Context: an optimization exercise on an open-source flow, tuned for small area. The choices shown serve that exercise and are no tape-out recipe.
Only simulation tests tie the RTL to the original design; equivalence was not proved.
Power figures rest on the tool's default switching activity, not on a simulated workload.

## Digital_clock
module Digital_clock(
input clk_50M,
input rst,
input alarm_SW,
input MODE_SW,
input AH_key,
input AM_key,
input SW_hour,
output [3:0] led_mode,
output  [7:0] HEX0,
output  [7:0] HEX1,
output  [7:0] HEX2,
output  [7:0] HEX3,
output  [7:0] HEX4,
output  [7:0] HEX5,
output  [7:0] HEX6
);
clock: 10.0 ns
lec_check: 0
abc_area: 1
cap_margin: 20
core_margin: 2
core_utilization: 70
cts_buf_list: sky130_fd_sc_hd__clkbuf_4 sky130_fd_sc_hd__clkbuf_8
cts_cluster_size: 30
place_density: 0.8
slew_margin: 20
run.sh (not shown) runs the stock make flow with config.mk's settings and CLKGATE_MAP_FILE= SYNTH_SCRIPT=/design/flow/synth_recipe.tcl, a recipe that flattens the netlist after the stock synthesis.
The first run finished clean.
Rerun with:
Settings changed: CTS_BUF_LIST sky130_fd_sc_hd__clkbuf_4 sky130_fd_sc_hd__clkbuf_8 to unset, CTS_CLUSTER_SIZE 30 to unset.
After rerunning: The changed run completed without violations. Global-route usage stays flat. Sequential power barely changes. Routed wire length falls slightly. Clock power stays flat. First-iteration DRC count rises slightly. Hold slack gains 5.5 ps. Synthesized area does not change. Via count barely changes. Combinational power stays flat.

run 1:
Another version of the RTL of Digital_clock (not shown whole).
==> flow/design.v (excerpt) <==
module Digital_clock(
input clk_50M,
input rst,
input alarm_SW,
input MODE_SW,
input AH_key,
input AM_key,
input SW_hour,
output [3:0] led_mode,
output  [7:0] HEX0,
output  [7:0] HEX1,
output  [7:0] HEX2,
output  [7:0] HEX3,
output  [7:0] HEX4,
output  [7:0] HEX5,
output  [7:0] HEX6
);
clock: 10.0 ns
lec_check: 0
abc_area: 1
cap_margin: 20
core_margin: 2
core_utilization: 75
place_density: 0.85
slew_margin: 20
standard.sh (not shown) runs the stock make flow with config.mk's settings and CLKGATE_MAP_FILE= SYNTH_SCRIPT=/design/flow/synth_recipe.tcl, a recipe that flattens the netlist after the stock synthesis.
==> flow/flow/run.sh <==
#!/bin/bash
# Own layout flow: the standard synthesis, then its combinational logic
# re-mapped for area (registers, their names and cell types unchanged), then
# the standard ORFS layout from floorplan on.
set -euo pipefail
here=$(pwd)
R=$here/orfs/results/$FLOW_PLATFORM/Digital_clock/base

# 1. standard synthesis
bash standard.sh synth > "$here/log_synth.txt" 2>&1

# 2. area re-mapping of the combinational logic: ABC's deep synthesis with
#    twelve seeds, four at a time; the smallest netlist is kept.
cp "$R/1_2_yosys.v" "$here/std_1_2_yosys.v"
keep=$(grep -oE 'sky130_fd_sc_hd__(df|edf|sdf|dl)[a-z0-9_]*' "$here/std_1_2_yosys.v" | sort -u | tr '\n' ' ')
remap() {
  sed "s/&deepsyn -J 100/\&deepsyn -J 100 -S $1/" "$here/flow/area.abc" > "$here/area_$1.abc"
  RS_KEEP="$keep" RS_DONTUSE="$here/flow/dont_use.txt" RS_IN="$here/std_1_2_yosys.v" \
  RS_OUT="$here/resynth_$1.v" RS_TOP="$FLOW_TOP" RS_SCRIPT="$here/area_$1.abc" \
    yosys -c "$here/flow/resynth.tcl" > "$here/log_resynth_$1.txt" 2>&1
}
for s in 0 1 2 3; do remap $s & done; wait
for s in 4 5 6 7; do remap $s & done; wait
for s in 8 9 10 11; do remap $s & done; wait
best=$(for s in 0 1 2 3 4 5 6 7 8 9 10 11; do
  a=$(grep 'Chip area for top module' "$here/log_resynth_$s.txt" | tail -1 | awk '{print $NF}')
  if [ -n "$a" ]; then echo "$a $s"; fi
done | sort -g | head -1 | awk '{print $2}')
echo "seed $best" > "$here/resynth_choice.txt"
cp "$here/resynth_$best.v" "$R/1_2_yosys.v"
rm -f "$R/1_synth.odb" "$R/1_synth.sdc"

# 3. the rest of the standard flow, with small port buffers and a clock tree
#    of small buffers without dummy loads
bash standard.sh finish \
  "BUFFER_PORTS_ARGS=-buffer_cell sky130_fd_sc_hd__buf_1" \
  "CTS_ARGS=-sink_clustering_enable -repair_clock_nets -dont_use_dummy_load -buf_list sky130_fd_sc_hd__clkbuf_4 -sink_clustering_size 20" \
  > "$here/log_layout.txt" 2>&1
Other scripts of this flow, unchanged in this note and not shown: flow/flow/area.abc, flow/flow/dont_use.txt, flow/flow/resynth.tcl
Run 1 reached the end of the flow, and the finished layout is clean on the timing, DRC and antenna checks.
> inputs changed (run 1 -> run 2)
diff --git a/flow/flow/run.sh b/flow/flow/run.sh
--- a/flow/flow/run.sh
+++ b/flow/flow/run.sh
@@ -36,3 +36,3 @@
   "BUFFER_PORTS_ARGS=-buffer_cell sky130_fd_sc_hd__buf_1" \
-  "CTS_ARGS=-sink_clustering_enable -repair_clock_nets -dont_use_dummy_load -buf_list sky130_fd_sc_hd__clkbuf_4 -sink_clustering_size 20" \
+  "CTS_ARGS=-sink_clustering_enable -repair_clock_nets -dont_use_dummy_load -buf_list {sky130_fd_sc_hd__clkbuf_4 sky130_fd_sc_hd__clkbuf_8} -sink_clustering_size 20" \
   > "$here/log_layout.txt" 2>&1
- Changes observed in run 2 relative to run 1: worst slack on hold paths grew by 0.0081 ns, count of vias placed by the detailed router grew by 64, net switching power grew by 6.4%, sequential cell count held steady.
- Compared with run 1, in run 2 total power went up 9.7%, per-cell routed wire length +about 2.5%, pin slew with the least headroom to its limit has decreased, number of global-route vias before repair has increased.
- Going from run 1 to run 2, the post-detailed-routing wire length was found to have gone up by 190 microns.
- Run 2 went all the way through synthesis, placement and routing and the layout is clean on timing, DRC and antenna.
Input-level comparison between run 3 and run 2:
diff --git a/flow/flow/run.sh b/flow/flow/run.sh
--- a/flow/flow/run.sh
+++ b/flow/flow/run.sh
@@ -33,3 +33,3 @@
 # 3. the rest of the standard flow, with small port buffers and a clock tree
-#    of small buffers without dummy loads
+#    of small buffers (clkbuf_4 or clkbuf_8) without dummy loads
 bash standard.sh finish \
Notes after the runs:
Comparing run 2 against run 3, there is no change at all in total number of multi-input combinational cells.
The data arrival time of the worst path on run 2 is in line with that on run 3.
[compare] base=run 2 new=run 3: number of H-tree levels did not really move; design area did not really move; cell count did not really move.
Compared with run 2, in run 3 number of vias after detailed routing level; count of clock-buffer cells in the layout neither gained nor lost much; met2 track utilization from global routing ~0 delta; synthesized cell count has remained practically unchanged.
Run 2 -> run 3: area occupied by registers delta 0, exact match
As far as setup slack after layout goes, run 3 and run 2 are indistinguishable; the numbers are identical.
> inputs changed (run 3 -> run 4)
diff --git a/flow/flow/run.sh b/flow/flow/run.sh
--- a/flow/flow/run.sh
+++ b/flow/flow/run.sh
@@ -33,6 +33,6 @@
 # 3. the rest of the standard flow, with small port buffers and a clock tree
-#    of small buffers (clkbuf_4 or clkbuf_8) without dummy loads
+#    of small buffers without dummy loads
 bash standard.sh finish \
   "BUFFER_PORTS_ARGS=-buffer_cell sky130_fd_sc_hd__buf_1" \
-  "CTS_ARGS=-sink_clustering_enable -repair_clock_nets -dont_use_dummy_load -buf_list {sky130_fd_sc_hd__clkbuf_4 sky130_fd_sc_hd__clkbuf_8} -sink_clustering_size 20" \
+  "CTS_ARGS=-sink_clustering_enable -repair_clock_nets -dont_use_dummy_load -buf_list sky130_fd_sc_hd__clkbuf_4 -sink_clustering_size 20 -sink_buffer_max_cap_derate 0.5" \
   > "$here/log_layout.txt" 2>&1
## What came out
Run 4 finished all stages; the layout is clean. Wire length of the first global-routing pass | run 4 below run 3. Global-route usage: run 4 lower than run 3. Compare run 3 and run 4 | multi-input combinational area share higher: run 4. Share of the clock period used by the worst path delta for run 4 relative to run 3: 0.49 points higher. Logic gate share of total power sits higher in run 4 than in run 3. Switching portion of total power, run 3 and run 4: smaller value in run 3. Going from run 3 to run 4, detailed-route wire length per cell now smaller, post-CTS setup buffer count has remained practically unchanged, well tap count ~0 delta.

The RTL this note starts from:
==> flow/design.v <==
module seg4(
	input [3:0] D,
	output [6:0] S
);
assign S[0] = (~D[3] & ~D[2] & ~D[1] & D[0]) | (D[2] & ~D[1] & ~D[0]);
assign S[1] = (D[2] & D[1] & ~D[0]) | (D[2] & ~D[1] & D[0]);
assign S[2] = (~D[2] & D[1] & ~D[0]);
assign S[3] = (D[2] & ~D[1] & ~D[0]) | (~D[3] & ~D[2] & ~D[1] & D[0]) | (D[2] & D[1] & D[0]);
assign S[4] = (D[2] & ~D[1]) | (D[0]);
assign S[5] = (~D[2] & D[1]) | (~D[3] & ~D[2] & D[0]) | (D[1] & D[0]);
assign S[6] = (~D[3] & ~D[2] & ~D[1]) | (D[2] & D[1] & D[0]);
endmodule
module seg3(
	input [2:0] D,
	output [6:0] S
);
assign S[0] = (~D[2] & ~D[1] & D[0]) | (D[2] & ~D[0]);
assign S[1] = (D[2] & D[0]);
assign S[2] = (D[1] & ~D[0]);
assign S[3] = (~D[2] & ~D[1] & D[0]) | (D[2] & ~D[0]);
assign S[4] = (D[0]) | (D[2]);
assign S[5] = (~D[2] & D[0]) | (D[1]);
assign S[6] = (~D[2] & ~D[1]);
endmodule
module seg2(
	input [1:0] D,
	output [6:0] S
);
assign S[0] = (D[0]);
assign S[1] = 1'b0;
assign S[2] = (D[1]);
assign S[3] = (D[0]);
assign S[4] = (D[0]);
assign S[5] = (D[0]) | (D[1]);
assign S[6] = (~D[1]);
endmodule
module segw(
	input [2:0] D,
	output [6:0] S
);
assign S[0] = (~D[2] & ~D[1]) | (~D[1] & ~D[0]);
assign S[1] = (D[2] & ~D[1] & D[0]) | (D[2] & D[1] & ~D[0]);
assign S[2] = (~D[2] & ~D[0]);
assign S[3] = (~D[2] & ~D[1]) | (D[2] & D[1] & D[0]) | (~D[1] & ~D[0]);
assign S[4] = (D[0]) | (~D[1]);
assign S[5] = (~D[2]) | (D[1] & D[0]);
assign S[6] = (~D[2] & ~D[1]) | (D[2] & D[1] & D[0]);
endmodule
module hour12(
	input [4:0] D,
	output [3:0] T
);
assign T[0] = (D[0]);
assign T[1] = (D[1]);
assign T[2] = (D[4] & ~D[2]) | (~D[4] & ~D[3] & D[2]);
assign T[3] = (D[4] & D[2]) | (D[3] & ~D[2]);
endmodule
module hourbcd(
	input [4:0] D,
	output [5:0] B
);
assign B[0] = (D[0]);
assign B[1] = (D[3] & D[2] & ~D[1]) | (~D[4] & ~D[3] & D[1]) | (D[4] & ~D[2] & ~D[1]) | (D[4] & D[2] & D[1]);
assign B[2] = (~D[4] & ~D[3] & D[2]) | (D[4] & ~D[2] & ~D[1]) | (~D[4] & D[2] & D[1]);
assign B[3] = (D[4] & ~D[2] & D[1]) | (D[3] & ~D[2] & ~D[1]);
assign B[4] = (D[3] & D[1]) | (D[4] & ~D[2]) | (D[3] & D[2]);
assign B[5] = (D[4] & D[2]);
endmodule
module inc10(
	input [3:0] D,
	output [3:0] N
);
assign N[0] = ~D[0];
assign N[1] = (D[1] ^ D[0]) & ~D[3];
assign N[2] = D[2] ^ (D[1] & D[0]);
assign N[3] = (D[3] & ~D[0]) | (D[2] & D[1] & D[0]);
endmodule
module inc6(
	input [2:0] D,
	output [2:0] N
);
assign N[0] = ~D[0];
assign N[1] = (D[1] ^ D[0]) & ~D[2];
assign N[2] = (D[2] & ~D[0]) | (D[1] & D[0]);
endmodule
module Digital_clock(
input clk_50M,
input rst,
input alarm_SW,
input MODE_SW,
input AH_key,
input AM_key,
input SW_hour,
output [3:0] led_mode,
output  [7:0] HEX0,
output  [7:0] HEX1,
output  [7:0] HEX2,
output  [7:0] HEX3,
output  [7:0] HEX4,
output  [7:0] HEX5,
output  [7:0] HEX6
);
reg [9:0] cnt;
wire [10:0] cnt_inc = {1'b0, cnt} + 11'd1;
always @(posedge clk_50M)
	if (rst)
		cnt <= 10'd0;
	else
		cnt <= cnt_inc[9:0] | {5'd0, cnt_inc[10], 1'b0, {3{cnt_inc[10]}}};
wire hold  = (cnt[9:3] == 7'd0) & ~(cnt[2] & (cnt[1] | cnt[0]));
wire tick3 = (cnt == 10'd1004);	 
wire tick1 = (cnt == 10'd1002);	 
reg [1:0] m0, m1, m2, m3;
always @(posedge clk_50M) begin
	if (rst)
		m0 <= 2'd0;
	else
		m0 <= {alarm_SW, MODE_SW};
	m1 <= m0;
	m2 <= m1;
	m3 <= m2;
end
assign led_mode = {m1[1] & m1[0], m1[1] & ~m1[0], ~m1[1] & m1[0], ~m1[1] & ~m1[0]};
reg [4:0] kh, km;
reg [2:0] sw;
always @(posedge clk_50M) begin
	kh <= {kh[3:0], AH_key};
	km <= {km[3:0], AM_key};
	sw <= {sw[1:0], SW_hour};
end
wire eh3 = ~kh[3] & kh[4];	 
wire em3 = ~km[3] & km[4];
wire eh2 = ~kh[2] & kh[3];	 
wire em2 = ~km[2] & km[3];
reg [3:0] s_o, m_o, am_o;
reg [2:0] s_t, m_t, am_t;
reg [4:0] h, ah;
wire set3 = ~m3[1] & m3[0];	 
wire run  = tick3 & ~set3;
wire seta = m3[1] & m3[0];	 
wire s9   = s_o[3] & s_o[0];
wire s59  = s9 & s_t[2] & s_t[0];
wire m9   = m_o[3] & m_o[0];
wire m59  = m9 & m_t[2] & m_t[0];
wire h23  = h[4] & h[2] & h[1] & h[0];
wire am9  = am_o[3] & am_o[0];
wire ah23 = ah[4] & ah[2] & ah[1] & ah[0];
wire s_inc  = run;
wire m_inc  = (run & s59) | (set3 & em3);
wire h_inc  = (run & s59 & m59) | (set3 & eh3);
wire am_inc = seta & em3;
wire ah_inc = seta & eh3;
wire [3:0] s_o1, m_o1, am_o1;
wire [2:0] s_t1, m_t1, am_t1;
inc10 u_is(.D(s_o), .N(s_o1));
inc6  u_its(.D(s_t), .N(s_t1));
inc10 u_im(.D(m_o), .N(m_o1));
inc6  u_itm(.D(m_t), .N(m_t1));
inc10 u_iam(.D(am_o), .N(am_o1));
inc6  u_itam(.D(am_t), .N(am_t1));
reg [3:0] ns_o, nm_o, nam_o;
reg [2:0] ns_t, nm_t, nam_t;
reg [4:0] nh, nah;
always @* begin
	ns_o = s_inc ? s_o1 : s_o;
	ns_t = (s_inc & s9) ? s_t1 : s_t;
	nm_o = m_inc ? m_o1 : m_o;
	nm_t = (m_inc & m9) ? m_t1 : m_t;
	nh = h_inc ? (h23 ? 5'd0 : h + 5'd1) : h;
	nam_o = am_inc ? am_o1 : am_o;
	nam_t = (am_inc & am9) ? am_t1 : am_t;
	nah = ah_inc ? (ah23 ? 5'd0 : ah + 5'd1) : ah;
	if (hold) begin
		ns_o = 4'd0; ns_t = 3'd0;
		nm_o = 4'd9; nm_t = 3'd5;
		nh = 5'd12;
		nam_o = 4'd9; nam_t = 3'd5;
		nah = 5'd21;
	end
end
always @(posedge clk_50M) begin
	s_o <= ns_o; s_t <= ns_t;
	m_o <= nm_o; m_t <= nm_t;
	h <= nh;
	am_o <= nam_o; am_t <= nam_t;
	ah <= nah;
end
wire ih = (set3 & eh3) | (~m2[1] & m2[0] & eh2);
wire im = (set3 & em3) | (~m2[1] & m2[0] & em2);
wire m58 = m_t[2] & m_t[0] & m_o[3] & ~m_o[0];
wire h22 = h[4] & h[2] & h[1] & ~h[0];
wire mok = im ? m58 : m59;
wire hok = ih ? h22 : h23;
wire wcarry = tick1 & ~(~m1[1] & m1[0]) & s59 & mok & hok;
reg [2:0] wk;
always @(posedge clk_50M)
	if (hold)
		wk <= 3'd1;
	else if (wcarry)
		wk <= (wk == 3'd7) ? 3'd1 : wk + 3'd1;
reg [7:0] bc;
reg bl;
wire [8:0] bc_inc = {1'b0, bc} + 9'd1;
always @(posedge clk_50M)
	if (rst) begin
		bc <= 8'd4;
		bl <= 1'b0;
	end else begin
		bc <= bc_inc[7:0] | {5'd0, bc_inc[8], 1'b0, bc_inc[8]};
		bl <= bl ^ bc_inc[8];
	end
wire ns_lt6 = (ns_t == 3'd0) & ~ns_o[3] & ~(ns_o[2] & ns_o[1]);
wire nm0 = (nm_t == 3'd0) & (nm_o == 4'd0);
wire nal = (nah == nh) & (nam_t == nm_t) & (nam_o == nm_o);
wire blank = bl & ns_lt6 & (nal | nm0);
wire show_alarm = m3[1];
wire [3:0] h12;
hour12 u_h12(.D(h), .T(h12));
wire [4:0] dh = show_alarm ? ah : (sw[2] ? {1'b0, h12} : h);
wire [5:0] bh;
hourbcd u_bh(.D(dh), .B(bh));
wire [3:0] d0 = show_alarm ? 4'd0 : s_o;
wire [2:0] d1 = show_alarm ? 3'd0 : s_t;
wire [3:0] d2 = show_alarm ? am_o : m_o;
wire [2:0] d3 = show_alarm ? am_t : m_t;
wire [3:0] d4 = bh[3:0];
wire [1:0] d5 = bh[5:4];
wire [6:0] g0, g1, g2, g3, g4, g5, g6;
seg4 u_g0(.D(d0), .S(g0));
seg3 u_g1(.D(d1), .S(g1));
seg4 u_g2(.D(d2), .S(g2));
seg3 u_g3(.D(d3), .S(g3));
seg4 u_g4(.D(d4), .S(g4));
seg2 u_g5(.D(d5), .S(g5));
segw u_g6(.D(wk), .S(g6));
assign HEX0 = {1'b1, g0 | {7{blank}}};
assign HEX1 = {1'b1, g1 | {7{blank}}};
assign HEX2 = {1'b1, g2 | {7{blank}}};
assign HEX3 = {1'b1, g3 | {7{blank}}};
assign HEX4 = {1'b1, g4 | {7{blank}}};
assign HEX5 = {1'b1, g5 | {7{blank}}};
assign HEX6 = {1'b1, g6};
endmodule
Settings: LEC_CHECK=0, ABC_AREA=1, CAP_MARGIN=20, CORE_MARGIN=2, CORE_UTILIZATION=80, PLACE_DENSITY=0.85, SLEW_MARGIN=20; clock period 10.0 ns.
==> flow/flow/run.sh <==
#!/bin/bash
# Own layout flow: the standard synthesis, then its combinational logic
# re-mapped for area (registers, their names and cell types unchanged), then
# the standard ORFS layout from floorplan on.
set -euo pipefail
here=$(pwd)
R=$here/orfs/results/$FLOW_PLATFORM/Digital_clock/base

# 1. standard synthesis
bash standard.sh synth > "$here/log_synth.txt" 2>&1

# 2. area re-mapping of the combinational logic
cp "$R/1_2_yosys.v" "$here/std_1_2_yosys.v"
RS_KEEP=$(grep -oE 'sky130_fd_sc_hd__(df|edf|sdf|dl)[a-z0-9_]*' "$here/std_1_2_yosys.v" | sort -u | tr '\n' ' ') \
RS_DONTUSE="$here/flow/dont_use.txt" RS_IN="$here/std_1_2_yosys.v" RS_OUT="$here/resynth.v" RS_TOP="$FLOW_TOP" \
RS_SCRIPT="$here/flow/area.abc" \
  yosys -c "$here/flow/resynth.tcl" > "$here/log_resynth.txt" 2>&1
cp "$here/resynth.v" "$R/1_2_yosys.v"
rm -f "$R/1_synth.odb" "$R/1_synth.sdc"

# 3. the rest of the standard flow, with small port buffers and a clock tree
#    of small buffers
bash standard.sh finish \
  "BUFFER_PORTS_ARGS=-buffer_cell sky130_fd_sc_hd__buf_1" \
  "CTS_ARGS=-sink_clustering_enable -repair_clock_nets -dont_use_dummy_load -buf_list sky130_fd_sc_hd__clkbuf_4 -sink_clustering_size 20" \
  > "$here/log_layout.txt" 2>&1
==> flow/flow/resynth.tcl <==
# Re-map the combinational logic of the standard synthesis for area.
# The flip-flops stay the cells (and names) the standard synthesis gave them.
yosys -import
set lib $::env(FLOW_HOME)/platforms/sky130hd/lib/sky130_fd_sc_hd__tt_025C_1v80.lib
read_liberty -overwrite -setattr liberty_cell -ignore_miss_func $lib
read_verilog $::env(RS_IN)
hierarchy -top $::env(RS_TOP)
setattr -mod -set keep_hierarchy 1 {*}$::env(RS_KEEP)
flatten
opt_clean -purge
set du {}
set f [open $::env(RS_DONTUSE)]
foreach c [split [string trim [read $f]] "\n"] { lappend du -dont_use $c }
close $f
abc -script $::env(RS_SCRIPT) -liberty $lib {*}$du
opt_clean -purge
hilomap -hicell sky130_fd_sc_hd__conb_1 HI -locell sky130_fd_sc_hd__conb_1 LO
splitnets
opt_clean -purge
insbuf -buf sky130_fd_sc_hd__buf_1 A X
check
stat -liberty $lib
blackbox =A:liberty_cell
write_verilog -noattr -nohex -nodec $::env(RS_OUT)
Other scripts of this flow, unchanged in this note and not shown: flow/flow/area.abc, flow/flow/dont_use.txt
The first run produced a clean layout.
Edit:
--- a/flow/flow/run.sh
+++ b/flow/flow/run.sh
@@ -11,9 +11,20 @@
 
-# 2. area re-mapping of the combinational logic
+# 2. area re-mapping of the combinational logic: ABC's deep synthesis with
+#    eight seeds, four at a time; the smallest netlist is kept.
 cp "$R/1_2_yosys.v" "$here/std_1_2_yosys.v"
-RS_KEEP=$(grep -oE 'sky130_fd_sc_hd__(df|edf|sdf|dl)[a-z0-9_]*' "$here/std_1_2_yosys.v" | sort -u | tr '\n' ' ') \
-RS_DONTUSE="$here/flow/dont_use.txt" RS_IN="$here/std_1_2_yosys.v" RS_OUT="$here/resynth.v" RS_TOP="$FLOW_TOP" \
-RS_SCRIPT="$here/flow/area.abc" \
-  yosys -c "$here/flow/resynth.tcl" > "$here/log_resynth.txt" 2>&1
-cp "$here/resynth.v" "$R/1_2_yosys.v"
+keep=$(grep -oE 'sky130_fd_sc_hd__(df|edf|sdf|dl)[a-z0-9_]*' "$here/std_1_2_yosys.v" | sort -u | tr '\n' ' ')
+remap() {
+  sed "s/&deepsyn -J 100/\&deepsyn -J 100 -S $1/" "$here/flow/area.abc" > "$here/area_$1.abc"
+  RS_KEEP="$keep" RS_DONTUSE="$here/flow/dont_use.txt" RS_IN="$here/std_1_2_yosys.v" \
+  RS_OUT="$here/resynth_$1.v" RS_TOP="$FLOW_TOP" RS_SCRIPT="$here/area_$1.abc" \
+    yosys -c "$here/flow/resynth.tcl" > "$here/log_resynth_$1.txt" 2>&1
+}
+for s in 0 1 2 3; do remap $s & done; wait
+for s in 4 5 6 7; do remap $s & done; wait
+best=$(for s in 0 1 2 3 4 5 6 7; do
+  a=$(grep 'Chip area for top module' "$here/log_resynth_$s.txt" | tail -1 | awk '{print $NF}')
+  if [ -n "$a" ]; then echo "$a $s"; fi
+done | sort -g | head -1 | awk '{print $2}')
+echo "seed $best" > "$here/resynth_choice.txt"
+cp "$here/resynth_$best.v" "$R/1_2_yosys.v"
 rm -f "$R/1_synth.odb" "$R/1_synth.sdc"
@@ -21,3 +32,3 @@
 # 3. the rest of the standard flow, with small port buffers and a clock tree
-#    of small buffers
+#    of small buffers without dummy loads
 bash standard.sh finish \
Effect: The new run ended with an error in 3_3_place_gp (GPL-0301). Synthesized cell count goes down by 4.3%. Area after synthesis is lower by 3.7%.

==> what the ideal ports hide <==
Ports are ideal in the flow. The routed layouts listed here were re-timed in OpenROAD. Step 1 (the two cells are an assumption about what drives the block):
set clk [get_ports {clk_50M}]
set_driving_cell -lib_cell sky130_fd_sc_hd__clkbuf_16 $clk
set_driving_cell -lib_cell sky130_fd_sc_hd__buf_2 [delete_from_list [all_inputs] $clk]
Step 2 adds t to the input delays and takes it off the output delays; t is the mean of the earliest and latest rising clock arrival at the registers after step 1. Input paths then give back, and output paths get back, about the clock's delay inside the block. Slacks: ideal ports / drivers / drivers and shift; pairs: ideal ports / drivers.
run	t (ns)	setup slack, ns	worst hold slack (ns)	cell pins on the clock port's net
the first run of note 1	0.376	3.739 / 3.710 / 4.086	0.323 / 0.323 / 0.323	1
the second run of note 1	0.378	3.727 / 3.699 / 4.077	0.329 / 0.329 / 0.329	1
run 1	0.420	2.520 / 2.493 / 2.914	0.324 / 0.324 / 0.324	1
run 2	0.366	2.569 / 2.541 / 2.907	0.332 / 0.332 / 0.332	1
run 3	0.366	2.569 / 2.541 / 2.907	0.332 / 0.332 / 0.332	1
run 4	0.420	2.520 / 2.493 / 2.914	0.324 / 0.324 / 0.324	1
the first run of note 3	0.440	1.935 / 1.910 / 2.350	0.335 / 0.335 / 0.335	1
After both steps every run listed still meets setup and hold.
